This is an optimization exercise on Yosys and OpenROAD, whose aim is small area, a short achievable clock period and few clock cycles per item, not a production implementation. No run shown here included a check of the RTL's function; only the layout flow was run. No activity file was given, so power comes from the tool's default toggle rates.

==> flow/design.v (outline; a module is shown in full before it is edited, if it fits) <==
// module HW3_FPMUL_754SP: 2503 lines
// module fpm_fa: 6 lines
// module fpm_ha: 6 lines
module HW3_FPMUL_754SP(Clk, Rst, St, FPmplier, FPmcand, Done, Ovf, Unf, FPproduct);
  // ...
==> flow/flow/run.sh <==
#!/bin/bash
set -euo pipefail
export BUFFER_PORTS_ARGS="-buffer_cell sky130_fd_sc_hd__buf_1"
bash standard.sh > standard.log 2>&1
==> flow/standard.sh <==
#!/bin/bash
# synth_recipe.tcl (not shown) runs the flow's synth.tcl, then flattens the netlist and writes it again
# the make line also repeats each setting of config.mk as NAME=value (left out here)
make -C /OpenROAD-flow-scripts/flow DESIGN_CONFIG=/design/flow/config.mk WORK_HOME=/design/flow/orfs CLKGATE_MAP_FILE= SYNTH_SCRIPT=/design/flow/synth_recipe.tcl "${@:-finish}"
==> flow/config.mk <==
export PLATFORM = sky130hd
export DESIGN_NAME = HW3_FPMUL_754SP
export DESIGN_NICKNAME = HW3_FPMUL_754SP
export VERILOG_FILES = /design/flow/design.v
export SDC_FILE = /design/flow/constraint.sdc
export NUM_CORES = 4
export LEC_CHECK = 0
export CAP_MARGIN = 20
export CORE_MARGIN = 2
export CORE_UTILIZATION = 40
export SETUP_SLACK_MARGIN = 2
export SLEW_MARGIN = 20
export SYNTH_HIERARCHICAL = 1
export SYNTH_MINIMUM_KEEP_SIZE = 0
==> flow/constraint.sdc <==
create_clock -name core_clock -period 8.6 [get_ports {Clk}]
set_input_delay 1.7200 -clock core_clock [delete_from_list [all_inputs] [get_ports {Clk}]]
set_output_delay 1.7200 -clock core_clock [all_outputs]
set_load 0.01 [all_outputs]
==> results_dict.tcl, run 1 <==
set metrics [dict create \
    peakVddDrop_v 0.000207 \
    cp-end-kind "flip-flop" \
    ys_seq_area_share_pct 10.2 \
    remaining_drc_errors 0 \
    finalHoldViolations 0 \
    synth_compound_area_share_pct 19.0 \
    grt_pass1_vias 13600 \
    layout_min_cycle_time_ps 6220 \
    fin_hold_ws_ps 1500 \
    drt-met1-wl_microns 22400 \
    placed_area_sq_um 16900 \
    max-cap-violations 0 \
    final_common_cell "xnor2_1" \
    power.density_nw_per_um2 429 \
    antenna_found_initial 2 \
    num_antenna_cells 0 \
    multi_input_area_sq_um 13600 \
    swShare_pct 50.7 \
    critPathSlowestCell "ha_1" \
    track_usage_pct 25.7 \
    powerSeq_mw 0.912 \
    io_pins 102 \
    drtAntennaViolNets 0 \
    placementRows 73 \
    cts_max_level 3 \
    mostFrequentLayoutCells "284 x xnor2_1, 254 x fa_1, 241 x a22oi_1, 109 x ha_1, 98 x buf_1" \
    regMostFlops "ry" \
    worstPathMaxFanout 19 \
    dieArea_sq_um 41900 \
    tns_ps 0 \
    cts_made_buffers 9 \
    synth.net_count 2098 \
    fin_nets 2099 \
    arrival_ps 6470 \
    comb_power_mw 6.05 \
    startpoint "FPmcand[9]" \
    regArea_sq_um 1640 \
    status "finished clean" \
    ys_ff_latch 82 \
    fin_crit_sh_pct 72.3 \
    synth_commonest_cells "284 x xnor2_1, 254 x fa_1, 241 x a22oi_1, 120 x clkbuf_1, 109 x ha_1" \
    post_cts_buffers 0 \
    p_clk_share_pct 5.6 \
    cp.buffers_inverters 1 \
]
==> run 2: changes to the inputs <==
--- a/flow/config.mk
+++ b/flow/config.mk
@@ -8,7 +8,7 @@
 export CAP_MARGIN = 20
 export CORE_MARGIN = 2
 export CORE_UTILIZATION = 40
-export SETUP_SLACK_MARGIN = 2
+export SETUP_SLACK_MARGIN = 3
 export SLEW_MARGIN = 20
 export SYNTH_HIERARCHICAL = 1
 export SYNTH_MINIMUM_KEEP_SIZE = 0
==> run 2 against run 1 <==
Compared with the run above: power is 0.24% higher; clock power hardly changed; synthesized cell count stayed put; final area grew 6.7%; worst hold slack got worse by 6.8 ps; die area unchanged; routed wire length is 5.1% higher; largest cell class unchanged.
==> results_dict.tcl, run 2 <==
set metrics [dict create \
    status "finished clean" \
    regMostFlops "ry" \
    io_pins 102 \
    finalSetupViolCount 0 \
    yosys-top-cells-area "fa_1 32%, xnor2_1 15%, a22oi_1 11%, dfxtp_1 10%, ha_1 8.5%" \
    top_regs "ry: 35 flops, rx: 34 flops, re0: 9 flops" \
    drtIter0Drc 1624 \
    slew_violations 0 \
    grt_max_degree 48 \
    cp_cell_sequence "buf_2, ha_4, nand2b_2, clkinv_4, buf_4, xnor2_1, fa_1, fa_1, fa_1, fa_1, fa_1, fa_1, ha_1" \
    synth-edff-count 0 \
    placed_area_sq_um 17000 \
    routedWlPerCell_microns 24.9 \
    synthFlopType "dfxtp_1" \
    areaGrowthSynthToFinish_pct 13.8 \
    synth-simple-area-share_pct 7.53 \
    drive_above_1_share_pct 12.7 \
    final_common_cell "xnor2_1" \
    placementRows 73 \
    clk_pin_slew_worst_paths_ps 80 \
    remaining_drc_errors 0 \
    yosysMostFrequentCell "xnor2_1" \
    clock_sinks 82 \
    firstDrtPassIters 6 \
    synth_top_area_cell "fa_1" \
    cp_top_family "adder cells" \
    peakVddDrop_v 0.000197 \
    finalHoldViolations 0 \
    max-cap-violations 0 \
    fin_area_sq_um 18300 \
    fmax_mhz 181 \
    cp.buffers_inverters 3 \
    grt_pass1_wl_microns 84200 \
    cts_tree "yes" \
    clock-root-buffer "clkbuf_16" \
    synth_top_area_share_pct 31.6 \
    rsz0062_at_grt "true" \
    grt.overflow.total 0 \
    dieArea_sq_um 41900 \
    num_antenna_cells 0 \
    cpMostUsedCell "fa_1" \
    yosysWarnings 7 \
    crit_required_ps 8870 \
    synth_compound_area_share_pct 19.0 \
    synth_xor_area_share_pct 16.6 \
    syn-instance-count 1668 \
    worstPathMaxFanout 7 \
    grt_pass1_vias 13900 \
    numPortBuffers 101 \
    ys_ff_latch 82 \
    viasPerCell 6.14 \
    cp-end-kind "flip-flop" \
    drt_wl_total_microns 55900 \
    maxSlewHeadroom_pct 49.4 \
    cts_made_buffers 9 \
    power.density_nw_per_um2 403 \
    mostFrequentLayoutCells "277 x xnor2_1, 244 x fa_1, 233 x a22oi_1, 100 x ha_1, 82 x dfxtp_1" \
    hp-class "input port to flip-flop" \
    track_usage_pct 26.6 \
    antenna_found_initial 0 \
    synth.net_count 2098 \
    drtAntennaViolNets 0 \
    synth_area_sq_um 16100 \
    critPathSlowestCell "fa_1" \
    synth_commonest_cells "284 x xnor2_1, 254 x fa_1, 241 x a22oi_1, 120 x clkbuf_1, 109 x ha_1" \
    synthAdderAreaFrac_pct 40.2 \
    die_x_microns 205 \
    gp_congestion 0.950 \
    fillCellCount 3745 \
    core_sq_um 39700 \
    dp_hpwl_microns 40200 \
    fp.dieH_microns 205 \
    synth_top_family_by_area "adder cells" \
    fin_nets 2142 \
    arrival_ps 5790 \
    p_total_mw 7.38 \
    layout_min_cycle_time_ps 5530 \
    synth_cell_types 71 \
    largest_register_ffs 35 \
    fin_crit_sh_pct 64.3 \
    path_class "input port to flip-flop" \
    start_kind "input port" \
    synthMuxAreaShare_pct 0.785 \
    tns_ps 0 \
    clockBufferDepth 2 \
    cp_slowest_stage_delay_ps 490 \
    cts_max_level 3 \
    p_leak_nw 6.90 \
    initial_utilization_pct 40.5 \
    num_vias 13800 \
    ys_async_sr_fraction_pct 0 \
    synth.avg_cell_area_sq_um 9.65 \
    ys_seq_area_share_pct 10.2 \
    worst_slew_pin_slew_ps 740 \
]
## run 2: path summary, 6_finish.rpt
path,startpoint,end,slack [ps],cells after the start
worst max-delay path,FPmcand[15],ry[18],3070,13
worst min-delay path,Rst,Done,1490,2
## run 2: through the flow
step	worst slack [ps]	util, %	instances	hold WS, ps
after detailed placement	2060	42.7	2190	1880
after global placement	2120	42.7	2190	1870
after CTS	2980	44.9	2225	1490
final	3070	46.1	2242	1490
after global routing	2980	46.1	2242	1500
after floorplan	2950	-	1668	1790
## run 2: layout make-up
cell class	instances	area (sq um)	area share (%)
Tap cell	525	657	3.59
Clock buffer	9	225	1.23
Timing Repair Buffer	192	1370	7.48
Sequential cell	82	1640	8.96
Timing Repair inverter	3	26.3	0.143
Multi-Input combinational cell	1358	14000	76.2
Inverter	66	369	2.01
Clock inverter	7	76.3	0.417
## run 2: logic make-up after synthesis
family | Yosys count
fa+ha+maj | 366
flops | 82
compound gates | 440
buf+inv | 228
mux | 11
simple gates | 235
xor+xnor | 306
## run 2: modules after synthesis, one instance, submodules excluded
module / flops+latches / cell area [sq um]
HW3_FPMUL_754SP: 82 / 10600
fpm_ha: 0 / 12.5
fpm_fa: 0 / 20.0
## run 2: power breakdown
part / internal [mW] / switching (mW) / total [mW]
Combinational: 2.74 / 3.32 / 6.06
Clock: 0.207 / 0.203 / 0.410
Sequential: 0.713 / 0.203 / 0.916
## run 2: per-layer routing
metal | global-route usage [%] | wire (microns) | up-vias
met5 | 0 | 0 | -
met4 | 10.7 | 1990 | 0
met3 | 6.75 | 6480 | 126
met2 | 40.3 | 25000 | 855
met1 | 36.0 | 22500 | 6865
li1 | - | - | 5909
## run 2: repair_timing
action | in CTS | in global routing
gates resized for setup | 92 | 90
cloned | 1 | 6
pin swaps | 6 | 23
buffers inserted | 18 | 11
hold buffers | 0 | 0
endpoints found under the setup margin | 57 | 28
==> run 3: changes to the inputs <==
--- a/flow/config.mk
+++ b/flow/config.mk
@@ -8,7 +8,7 @@
 export CAP_MARGIN = 20
 export CORE_MARGIN = 2
 export CORE_UTILIZATION = 40
-export SETUP_SLACK_MARGIN = 3
+export SETUP_SLACK_MARGIN = 4
 export SLEW_MARGIN = 20
 export SYNTH_HIERARCHICAL = 1
 export SYNTH_MINIMUM_KEEP_SIZE = 0
==> run 3 against run 2 <==
Compared with the run above: critical path type unchanged; synthesized cell count did not move; clock-buffer cell count did not move; largest power group unchanged; still clean on timing, DRC and antenna; core utilization rose by 11 points.
==> results_dict.tcl, run 3 <==
set metrics [dict create \
    cp_cell_sequence "buf_4, nand2b_4, o21ai_4, buf_12, a22oi_2, xnor2_2, fa_1, fa_2, fa_2, fa_2, fa_2, fa_2, ha_1" \
    hold-path-cell-count 2 \
    start_kind "input port" \
    fp.dieH_microns 205 \
    cts_max_level 3 \
    die_x_microns 205 \
    io_pins 102 \
    ys_ff_latch 82 \
    fin_crit_sh_pct 62.0 \
    power.density_nw_per_um2 453 \
    arrival_ps 5590 \
    drt_wl_total_microns 67800 \
    crit_required_ps 8860 \
    cp_slowest_stage_delay_ps 600 \
    cts_made_buffers 9 \
    finalSetupViolCount 0 \
    firstDrtPassIters 6 \
    layout_min_cycle_time_ps 5330 \
    remaining_drc_errors 0 \
    num_vias 15400 \
    synth_commonest_cells "284 x xnor2_1, 254 x fa_1, 241 x a22oi_1, 120 x clkbuf_1, 109 x ha_1" \
    synth_area_sq_um 16100 \
    initial_utilization_pct 40.5 \
    routedWlPerCell_microns 28.1 \
    drtAntennaViolNets 0 \
    p_leak_nw 8.43 \
    yosys-top-cells-area "fa_1 32%, xnor2_1 15%, a22oi_1 11%, dfxtp_1 10%, ha_1 8.5%" \
    numPortBuffers 101 \
    grt_pass1_vias 15500 \
    synthFlopType "dfxtp_1" \
    core_sq_um 39700 \
    grt_max_degree 48 \
    synth.net_count 2098 \
    p_total_mw 10.3 \
    fillCellCount 3217 \
    min_to "Done" \
    worstPathMaxFanout 7 \
    cp-end-kind "flip-flop" \
    placementRows 73 \
    tns_ps 0 \
    drtIter0Drc 1782 \
    cp_top_family "adder cells" \
    slew_violations 0 \
    fin_nets 2313 \
    ys_seq_area_share_pct 10.2 \
    max-cap-violations 0 \
    viasPerCell 6.38 \
    cp.buffers_inverters 2 \
    grt.overflow.total 0 \
    regMostFlops "ry" \
    yosysMostFrequentCell "xnor2_1" \
    final_common_cell "xnor2_1" \
    syn-instance-count 1668 \
    ys_async_sr_fraction_pct 0 \
    path_class "input port to flip-flop" \
    fmax_mhz 188 \
    hp-class "input port to flip-flop" \
    rsz0062_at_grt "true" \
    track_usage_pct 32.1 \
    cpMostUsedCell "fa_2" \
    cts_tree "yes" \
    grt_pass1_wl_microns 99200 \
    gp_congestion 0.901 \
    synth_top_area_share_pct 31.6 \
    worst_slew_pin_slew_ps 633 \
    regArea_sq_um 1660 \
    dieArea_sq_um 41900 \
    setup_slack_ps 3270 \
    dp_slack_ps 2090 \
    finalHoldViolations 0 \
    cts_hold_buffers 0 \
    top_regs "ry: 35 flops, rx: 34 flops, re0: 9 flops" \
    clk_pin_slew_worst_paths_ps 70 \
    peakVddDrop_v 0.000389 \
    synth_top_area_cell "fa_1" \
    critPathSlowestCell "fa_1" \
    multi_input_area_sq_um 16100 \
    antenna_found_initial 1 \
    drive_above_1_share_pct 42.2 \
    maxSlewHeadroom_pct 57.4 \
    synth-edff-count 0 \
    synth.avg_cell_area_sq_um 9.65 \
    hold_path_startpoint "Rst" \
    clock_sinks 82 \
    areaGrowthSynthToFinish_pct 40.9 \
    clockBufferDepth 2 \
    yosysWarnings 7 \
    largest_register_ffs 35 \
    dp_hpwl_microns 38700 \
    mostFrequentLayoutCells "234 x xnor2_1, 169 x a22oi_1, 153 x fa_2, 123 x buf_4, 101 x fa_1" \
    status "finished clean" \
    synth_cell_types 71 \
    clock-root-buffer "clkbuf_16" \
]
run 3: cell counts after synthesis:
Identical to the previous run, type by type.
run 3: timing repair:
action	CTS	global route
pin swaps	193	127
gates cloned	22	1
buffers inserted	171	44
endpoints found under the setup margin	99	98
resized for setup	466	148
run 3: final cells by class:
cell class / instances / share of cell area (%)
clock inverter: 7 / 0.358
sequential: 82 / 7.32
tap: 525 / 2.89
clock buffer: 9 / 0.992
antenna: 2 / 0.0221
multi-input combinational: 1375 / 71.0
inverter: 66 / 1.70
timing repair inverter: 2 / 0.0772
timing repair buffer: 347 / 15.7
run 3: power by group:
| part | switching [mW] | internal [mW] | total (mW) |
|---|---|---|---|
| logic | 4.46 | 4.50 | 8.96 |
| clock network | 0.193 | 0.207 | 0.400 |
| registers | 0.202 | 0.725 | 0.927 |
| total | 4.85 | 5.43 | 10.3 |
run 3: modules after synthesis (local to each module, per instance):
module           cell area (sq um)  flip-flops and latches  times used
HW3_FPMUL_754SP              10600                      82           1
fpm_ha                        12.5                       0          33
fpm_fa                        20.0                       0         253
run 3: through the flow:
step                instances  cell area, sq um  hold slack [ps]  utilization (%)
finish                   2415             22700             1490             57.1
global route             2413             22700             1470             57.1
CTS                      2368             21500             1470             54.2
detailed placement       2159             17500             1880             44.1
global placement         2159             17500             1880             44.1
floorplan                1668             17500             1790                -
run 3: kinds of logic (layout without fill, tap and decap cells):
group	after synthesis	in the layout	share of synthesized area, %
muxes	11	11	0.785
AOI/OAI and AO/OA	440	451	19.0
DFF	82	82	10.2
and+or+nand+nor	235	241	7.53
adders and majority gates	366	366	40.2
other	0	2	0
xor gates and xnor gates	306	306	16.6
buffers and inverters	228	431	5.59
run 3: how the worst max path moves through the flow:
stage	start	endpoint	depth (start not counted)
after floorplan	FPmcand[1]	ry[11]	12
after global placement	FPmcand[7]	ry[11]	12
after detailed placement	FPmcand[7]	ry[11]	12
after CTS	FPmcand[9]	ry[18]	13
after global routing	FPmcand[20]	ry[16]	13
final	FPmcand[20]	ry[16]	13
run 3: metal layers:
layer / vias up / global-route usage, % / wire [microns]
met5: - / 0 / 0
met3: 345 / 9.42 / 8310
met2: 1202 / 48.5 / 29200
met1: 7587 / 40.3 / 25200
met4: 0 / 20.0 / 5120
li1: 6283 / - / -
==> run 4: changes to the inputs <==
--- a/flow/config.mk
+++ b/flow/config.mk
@@ -8,7 +8,7 @@
 export CAP_MARGIN = 20
 export CORE_MARGIN = 2
 export CORE_UTILIZATION = 40
-export SETUP_SLACK_MARGIN = 4
+export SETUP_SLACK_MARGIN = 3.5
 export SLEW_MARGIN = 20
 export SYNTH_HIERARCHICAL = 1
 export SYNTH_MINIMUM_KEEP_SIZE = 0
==> run 4 against run 3 <==
Compared with the run above: still clean; area after synthesis did not move; synthesized cell count did not move; core utilization fell by 3.9 points; sequential cell count did not move; via count fell by 4.0%; clock-buffer cell count did not move; routed wire length fell by 6.0%; cell count fell by 2.3%; largest cell class unchanged; highest routed layer unchanged.
==> results_dict.tcl, run 4 <==
set metrics [dict create \
    layout_min_cycle_time_ps 5370 \
    worstPathMaxFanout 9 \
    areaGrowthSynthToFinish_pct 31.4 \
    max-cap-violations 0 \
    ys_ff_latch 82 \
    finalSetupViolCount 0 \
    drtAntennaViolNets 0 \
    drive_above_1_share_pct 32.2 \
    fin_crit_sh_pct 62.4 \
    arrival_ps 5640 \
    synthFlopType "dfxtp_1" \
    num_vias 14800 \
    yosys-top-cells-area "fa_1 32%, xnor2_1 15%, a22oi_1 11%, dfxtp_1 10%, ha_1 8.5%" \
    mostFrequentLayoutCells "255 x xnor2_1, 182 x a22oi_1, 127 x fa_1, 127 x fa_2, 125 x buf_4" \
    drt_wl_total_microns 63700 \
    grt_pass1_vias 14900 \
    synth_area_sq_um 16100 \
    drtIter0Drc 1854 \
    viasPerCell 6.27 \
    utilization_pct 53.3 \
    clk_pin_slew_worst_paths_ps 70 \
    crit_required_ps 8870 \
    hp-class "input port to flip-flop" \
    clockBufferDepth 2 \
    track_usage_pct 29.9 \
    clock_sinks 82 \
    cts_tree "yes" \
    path_class "input port to flip-flop" \
    regMostFlops "ry" \
    slew_violations 0 \
    dieArea_sq_um 41900 \
    start_kind "input port" \
    hold_path_startpoint "Rst" \
    firstDrtPassIters 6 \
    remaining_drc_errors 0 \
    yosysMostFrequentCell "xnor2_1" \
    status "finished clean" \
    finalHoldViolations 0 \
    synth.net_count 2098 \
    top_regs "ry: 35 flops, rx: 34 flops, re0: 9 flops" \
    synth-edff-count 0 \
    yosysWarnings 7 \
    synth_commonest_cells "284 x xnor2_1, 254 x fa_1, 241 x a22oi_1, 120 x clkbuf_1, 109 x ha_1" \
    grt_pass1_wl_microns 93100 \
    fin_nets 2260 \
    fmax_mhz 186 \
    dp.cells 2158 \
    ys_seq_area_share_pct 10.2 \
    synth_cell_types 71 \
    instances_no_fill 2360 \
    cp-end-kind "flip-flop" \
    grt.overflow.total 0 \
    final_common_cell "xnor2_1" \
    num_antenna_cells 0 \
    p_leak_nw 7.82 \
    routedWlPerCell_microns 27.0 \
    ys_async_sr_fraction_pct 0 \
    io_pins 102 \
    min_to "Done" \
    power.density_nw_per_um2 436 \
    cts_hold_buffers 0 \
    fp.dieH_microns 205 \
    cts_max_level 3 \
    initial_utilization_pct 40.5 \
    rsz0062_at_grt "true" \
    peakVddDrop_v 0.000317 \
    tns_ps 0 \
    synth_top_area_share_pct 31.6 \
    grt_max_degree 48 \
    syn-instance-count 1668 \
    clock-root-buffer "clkbuf_16" \
    hold-path-cell-count 2 \
    dp_hpwl_microns 38300 \
    maxSlewHeadroom_pct 52.7 \
    antenna_found_initial 0 \
    worst_slew_pin_slew_ps 703 \
    core_sq_um 39700 \
    largest_register_ffs 35 \
    synth.avg_cell_area_sq_um 9.65 \
    die_x_microns 205 \
    gp_congestion 0.899 \
    cts_made_buffers 9 \
    placementRows 73 \
    numPortBuffers 101 \
    synth_top_area_cell "fa_1" \
]
[run 4: cell counts after synthesis]
No cell type changed its count.
[run 4: critical path, cell delays in order]
cell	delay [ps]
buf_12	130
nand3b_1	240
o21ai_4	120
buf_12	170
a22oi_2	70
xnor2_1	290
fa_1	490
fa_2	410
fa_2	360
fa_2	360
fa_1	470
fa_2	590
ha_4	200
[run 4: worst max-delay path by stage]
stage | from | endpoint | slack [ps] | depth (start not counted)
global route | FPmcand[11] | ry[9] | 3220 | 13
floorplan | FPmcand[1] | ry[11] | 3200 | 12
global placement | FPmcand[7] | ry[11] | 2170 | 12
CTS | FPmcand[12] | ry[11] | 3340 | 13
finish | FPmcand[17] | ry[16] | 3230 | 13
detailed placement | FPmcand[7] | ry[11] | 2090 | 12
[run 4: per-layer routing]
metal | wire, microns | global-route usage [%]
met3 | 7770 | 8.46
met4 | 3820 | 17.0
met2 | 27800 | 44.9
met1 | 24300 | 38.5
met5 | 0 | 0
[run 4: cells by family (layout without fill, tap and decap cells)]
family | count (synthesis) | after routing | share of synthesized area (%)
fa+ha+maj | 366 | 366 | 40.2
mux | 11 | 11 | 0.785
buf+inv | 228 | 384 | 5.59
simple gates | 235 | 235 | 7.53
xor+xnor | 306 | 306 | 16.6
flops | 82 | 82 | 10.2
compound gates | 440 | 451 | 19.0
[run 4: what timing repair did]
action | in CTS | in global routing
pin swaps | 119 | 117
cloned | 14 | 2
resized for setup | 236 | 186
endpoints found under the setup margin | 94 | 67
hold endpoints to repair | 0 | 0
setup buffers | 128 | 42
[run 4: power breakdown]
group          switching, mW  internal (mW)
registers              0.200          0.719
clock network          0.197          0.207
logic                   4.06           3.84
[run 4: final cells by class]
| cell class | count | area [sq um] |
|---|---|---|
| fill | 3384 | 18600 |
| multi-input combinational | 1369 | 15400 |
| timing repair buffer | 301 | 2770 |
| sequential | 82 | 1650 |
| tap | 525 | 657 |
| inverter | 66 | 368 |
| clock buffer | 9 | 225 |
| clock inverter | 7 | 81.3 |
| timing repair inverter | 1 | 8.76 |
[run 4: Yosys stat by module, one instance, submodules excluded]
module	flip-flops and latches	cells	cell area, sq um	copies in the design
fpm_fa	0	1	20.0	253
HW3_FPMUL_754SP	82	1382	10600	1
fpm_ha	0	1	12.5	33
[run 4: per-stage QoR]
step	hold slack (ps)	power, mW	worst slack [ps]	area, sq um
2_1_floorplan	1790	5.50	3200	17400
3_3_place_gp	1880	7.22	2170	17400
3_5_place_dp	1880	7.48	2090	17400
4_1_cts	1480	8.44	3340	19900
5_1_grt	1500	10.2	3220	21200
6_report	1490	9.22	3230	21200

-- afterwards: timing with drivers on the ports --
No port has a modelled driver above. Below, the same layouts with a new extraction and two added sets of constraints. Step 1 sets driving cells, clkbuf_16 on the clock port and buf_2 on the other inputs (assumed; they add their load-dependent delay and slew). Step 2 adds t to the input delays and takes it off the output delays; t is the mean of the earliest and latest rising clock arrival at the registers after step 1. Input paths then give back, and output paths get back, about the clock's delay inside the block. a / b / c = ideal ports / drivers / drivers and shift; a / b = the first two.
run	shift t [ns]	setup WS [ns]	worst setup path at the end
run 1	0.412	2.381 / 2.410 / 1.998	input to register
run 2	0.422	3.074 / 3.095 / 2.673	input to register
run 3	0.431	3.270 / 3.293 / 2.862	input to register
run 4	0.425	3.232 / 3.237 / 2.812	input to register
After both steps setup and hold are still met in every run listed. The setup slack of run 4, which loses most, moves by +0.005 ns with the drivers and by -0.420 ns with both steps.
